This is an optimization exercise on Yosys and OpenROAD, whose aim is small area and a short achievable clock period, not a production implementation.

==> flow/design.v <==
module shifter #(
  parameter int AMOUNT = 1
) (
  input  logic [15:0] shift_in,
  output logic [15:0] shift_out
);
  assign shift_out = (shift_in << AMOUNT) | (shift_in >> (16 - AMOUNT));
endmodule
module round (
  input  logic [15:0] x_in, w_in, k1, k2,
  output logic [15:0] x_out, w_out
);
  logic [15:0] a1, a2, a8, x1, b1, b2, b8;
  shifter #(1) A1 (x_in, a1);
  shifter #(8) A8 (x_in, a8);
  shifter #(2) A2 (x_in, a2);
  assign x1 = (a1 & a8) ^ (a2 ^ w_in);
  shifter #(1) B1 (x1, b1);
  shifter #(8) B8 (x1, b8);
  shifter #(2) B2 (x1, b2);
  assign x_out = (b1 & b8) ^ (b2 ^ (x_in ^ k1));
  assign w_out = x1 ^ k2;
endmodule
module key_gen (
  input  logic [63:0] key_in,
  input  logic        z0, z1,
  output logic [63:0] key_out
);
  logic [15:0] k0, k1, k2, k3, k4, k5, p, q, p3, p4, k1r, k2r, k3r3, k3r4, k3r6, k3r8;
  assign k0 = key_in[15:0];
  assign k1 = key_in[31:16];
  assign k2 = key_in[47:32];
  assign k3 = key_in[63:48];
  shifter #(15) R1a (k1, k1r);       
  shifter #(15) R1b (k2, k2r);       
  shifter #(13) R3  (k3, k3r3);      
  shifter #(12) R4  (k3, k3r4);      
  shifter #(10) R6  (k3, k3r6);      
  shifter #(8)  R8  (k3, k3r8);      
  assign p  = k0 ^ k1 ^ k1r ^ {14'h3fff, 1'b0, z0};
  assign q  = k3r3 ^ k3r4;
  assign k4 = p ^ q;
  shifter #(13) P3 (p, p3);          
  shifter #(12) P4 (p, p4);          
  assign k5 = (p3 ^ p4) ^ ((k1 ^ k2 ^ k2r ^ {14'h3fff, 1'b0, z1}) ^ (k3r6 ^ k3r8));
  assign key_out = {k5, k4, k3, k2};
endmodule
module simon32_64 (
	input  logic clk, reset,
	input  logic in_valid,
	output logic in_ready,
	input  logic [31:0] plaintext,
	input  logic [63:0] key,
	output logic out_valid,
	output logic [31:0] ciphertext
);
	localparam logic [2:0] A_FIRST = 3'b110;
	localparam logic [3:0] B_LAST  = 4'b1101;
	logic [15:0] xa, wa, xb, wb;
	logic [63:0] ka, kb;
	logic [2:0]  ca, ca_next;
	logic [3:0]  cb, cb_next;
	logic        va, free_b, last_b;
	logic [15:0] xab, wab, xba, wba;
	logic [63:0] kab, kba;
	always_comb begin
		case (ca)
			3'b110:  cb_next = 4'b1100;
			3'b100:  cb_next = 4'b1000;
			3'b000:  cb_next = 4'b1001;
			3'b010:  cb_next = 4'b0100;
			3'b011:  cb_next = 4'b1010;
			3'b001:  cb_next = 4'b0101;
			3'b111:  cb_next = 4'b0000;
			default: cb_next = 4'b1101;
		endcase
		case (cb)
			4'b1100: ca_next = 3'b100;
			4'b1000: ca_next = 3'b000;
			4'b1001: ca_next = 3'b010;
			4'b0100: ca_next = 3'b011;
			4'b1010: ca_next = 3'b001;
			4'b0101: ca_next = 3'b111;
			default: ca_next = 3'b101;
		endcase
	end
	assign last_b = (cb == B_LAST);
	round   rab (xa, wa, ka[31:16], ka[47:32], xab, wab);
	key_gen gab (ka, ca[2], ca[1], kab);
	round   rba (xb, wb, kb[31:16], kb[47:32] & {16{!last_b}}, xba, wba);
	key_gen gba (kb, cb[3], cb[2], kba);
	always_ff @(posedge clk) begin
		xb <= xab;
		wb <= wab;
		kb <= kab;
		cb <= cb_next;
		if (free_b) begin
			xa <= plaintext[31:16];
			wa <= plaintext[15:0] ^ key[15:0];
			ka <= key;
			ca <= A_FIRST;
		end else begin
			xa <= xba;
			wa <= wba;
			ka <= kba;
			ca <= ca_next;
		end
	end
	always_ff @(posedge clk) begin
		if (reset) begin
			va        <= 1'b0;
			free_b    <= 1'b1;
			out_valid <= 1'b0;
		end else begin
			va        <= free_b ? in_valid : !last_b;
			free_b    <= !va;
			out_valid <= !free_b && last_b;
		end
	end
	assign in_ready   = free_b;
	assign ciphertext = {xa, wa};
endmodule
export LEC_CHECK = 0
export ABC_CLOCK_PERIOD_IN_PS = 1200
export CAP_MARGIN = 20
export CORE_MARGIN = 2
export CORE_UTILIZATION = 40
export SLEW_MARGIN = 20
create_clock -name core_clock -period 2.5 [get_ports {clk}]
standard.sh (not shown) runs the stock make flow with config.mk's settings and CLKGATE_MAP_FILE= SYNTH_SCRIPT=/design/flow/synth_recipe.tcl, a recipe that flattens the netlist after the stock synthesis.
==> flow/flow/run.sh <==
#!/bin/bash
# Standard layout, with the port buffers made from plain buffers instead of
# the delay cells buffer_ports picks by default.
set -euo pipefail
export BUFFER_PORTS_ARGS="-buffer_cell sky130_fd_sc_hd__buf_2"
bash standard.sh finish > standard_finish.log 2>&1
Next try:
Settings changed: ABC_CLOCK_PERIOD_IN_PS 1200 to default.
What happened:
- The new run ran to the end with no violations
- die area does not change
- via count does not change
- wire length does not change
- hold slack is unchanged
- non-clock buffer count does not change
- synthesized cell count does not change
- cell area stays the same
- worst setup slack does not change
- maximum frequency does not change
No run of this note included a check of the RTL's function; only the layout flow was run.


## build 14
Starts from the design.v that is shown in full above.
==> flow/config.mk <==
export PLATFORM = sky130hd
export DESIGN_NAME = simon32_64
export DESIGN_NICKNAME = simon32_64
export VERILOG_FILES = /design/flow/design.v
export SDC_FILE = /design/flow/constraint.sdc
export NUM_CORES = 4
export LEC_CHECK = 0
export CAP_MARGIN = 20
export CORE_MARGIN = 2
export CORE_UTILIZATION = 40
export CTS_CLUSTER_DIAMETER = 100
export CTS_CLUSTER_SIZE = 25
export SETUP_SLACK_MARGIN = 0.8
export SLEW_MARGIN = 20
==> flow/constraint.sdc <==
create_clock -name core_clock -period 2.5 [get_ports {clk}]
set_input_delay 0.5000 -clock core_clock [delete_from_list [all_inputs] [get_ports {clk}]]
set_output_delay 0.5000 -clock core_clock [all_outputs]
set_load 0.01 [all_outputs]
==> flow/flow/run.sh <==
#!/bin/bash
# Standard layout (the standard.sh) with two changes:
#  - the port buffers are plain buffers instead of the delay cells that
#    buffer_ports picks by default;
#  - the slow cells listed in flow/dont_use.txt are added to the platform's
#    don't-use list, so that synthesis maps the XOR-heavy logic onto faster
#    two-input gates.
set -euo pipefail
export BUFFER_PORTS_ARGS="-buffer_cell sky130_fd_sc_hd__buf_2"
plat=$(make -s -C "$FLOW_HOME" DESIGN_CONFIG="$PWD/config.mk" WORK_HOME="$PWD/orfs" \
  print-DONT_USE_CELLS 2> print_dont_use.log | sed -n 's/^DONT_USE_CELLS: //p')
extra=$(grep -v '^#' flow/dont_use.txt | tr '\n' ' ')
echo "platform: $plat" > dont_use.log
echo "added: $extra" >> dont_use.log
bash standard.sh "DONT_USE_CELLS=$plat $extra" finish > standard_finish.log 2>&1
==> flow/flow/dont_use.txt <==
# slow cells kept out of synthesis and repair
sky130_fd_sc_hd__xor3_1
sky130_fd_sc_hd__xor3_2
sky130_fd_sc_hd__xor3_4
sky130_fd_sc_hd__xnor3_1
sky130_fd_sc_hd__xnor3_2
sky130_fd_sc_hd__xnor3_4
sky130_fd_sc_hd__or4_1
sky130_fd_sc_hd__or4_2
sky130_fd_sc_hd__or4_4
sky130_fd_sc_hd__nor4_1
sky130_fd_sc_hd__nor4_2
sky130_fd_sc_hd__nor4_4
sky130_fd_sc_hd__and4_1
sky130_fd_sc_hd__and4_2
sky130_fd_sc_hd__and4_4
sky130_fd_sc_hd__nand4_1
sky130_fd_sc_hd__nand4_2
sky130_fd_sc_hd__nand4_4
sky130_fd_sc_hd__or4b_1
sky130_fd_sc_hd__or4bb_1
sky130_fd_sc_hd__nor4b_1
sky130_fd_sc_hd__nor4bb_1
sky130_fd_sc_hd__or3_1
sky130_fd_sc_hd__or3b_1
sky130_fd_sc_hd__nor3_1
Build 14 | status: complete | timing, DRC, antenna: pass
> inputs changed (build 14 -> build 90)
- CTS_CLUSTER_SIZE removed (was 25)
- SETUP_SLACK_MARGIN changed from 0.8 to 0.3
- CTS_BUF_LIST newly set to sky130_fd_sc_hd__clkbuf_4 sky130_fd_sc_hd__clkbuf_8
- CTS_CLUSTER_DIAMETER removed (was 100)
==> flow/flow/run.sh <==
#!/bin/bash
# Standard layout, with the port buffers made from plain buffers instead of
# the delay cells buffer_ports picks by default.
set -euo pipefail
export BUFFER_PORTS_ARGS="-buffer_cell sky130_fd_sc_hd__buf_2"
bash standard.sh finish > standard_finish.log 2>&1
removed: flow/flow/dont_use.txt
[summary]
- Build 90 finished every step from synthesis to the final layout, and the layout passed the timing, design-rule and antenna checks.
- Build 14 → build 90: adder-cell area share of the yosys netlist held, final instance area increased 240 um^2, hold slack now sits lower.
- Between build 90 and build 14, it is build 90 whose transition time at the pin with the least slew margin is higher, by 0.046 ns.
- Changes observed in build 90 relative to build 14: multi-input gate share of total cell area shows a reduction of 0.67 points; number of nets at the end of the flow shows an increase of 1.2%; combined global-route utilization of all metal layers shows a reduction of 0.38 points.
- Per the comparison of build 90 with build 14, critical path depth up 3, cell area after synthesis up 2.6%, met3 capacity usage during global routing up 2.2 points.
### build 90 -> build 1
- CTS_BUF_LIST no longer set, was sky130_fd_sc_hd__clkbuf_4 sky130_fd_sc_hd__clkbuf_8
- SETUP_SLACK_MARGIN now 0.8, was 0.3
- ABC_CLOCK_PERIOD_IN_PS now 1200, previously not set
Results
Of build 1 and build 90, it is build 1 that has the lower clock buffer count from CTS.
Diff build 90..build 1 | register share of the cell area | negligible
As far as wire length is concerned, build 1 and build 90 perform about the same.
Taking build 90 as the reference, in build 1 highest achievable clock rate moved up, final non-filler cell area +230 um^2, wire length per cell after detailed routing climbed about 0.8%.
Re max-cap violation count: no difference whatsoever between build 90 and build 1.
Multi-input combinational cell area (build 1 over build 90): increase, 140 um^2
No run of this note included a check of the RTL's function; only the layout flow was run.

afterwards: timing with drivers on the ports:
No port has a modelled driver above. Below, the same layouts with a new extraction and two added sets of constraints.
Step 1 assumes that a clkbuf_16 drives the clock port and a buf_2 every other input.
Step 2 also shifts input and output timing later by t, the mid clock arrival at the registers, as if the neighbouring blocks saw the same clock.
Three values: ideal, step 1, step 2; two values: the first two.
run | t, ns | setup WS [ns] | worst data-port slew with drivers (ns)
the first run of note 1 | 0.548 | 0.473 / 0.473 / 0.473 | 0.04
the second run of note 1 | 0.548 | 0.473 / 0.473 / 0.473 | 0.04
build 14 | 0.520 | 0.821 / 0.773 / 0.861 | 0.04
build 90 | 0.567 | 0.447 / 0.447 / 0.447 | 0.04
build 1 | 0.548 | 0.815 / 0.807 / 0.815 | 0.04
After both steps every run listed still meets setup and hold.
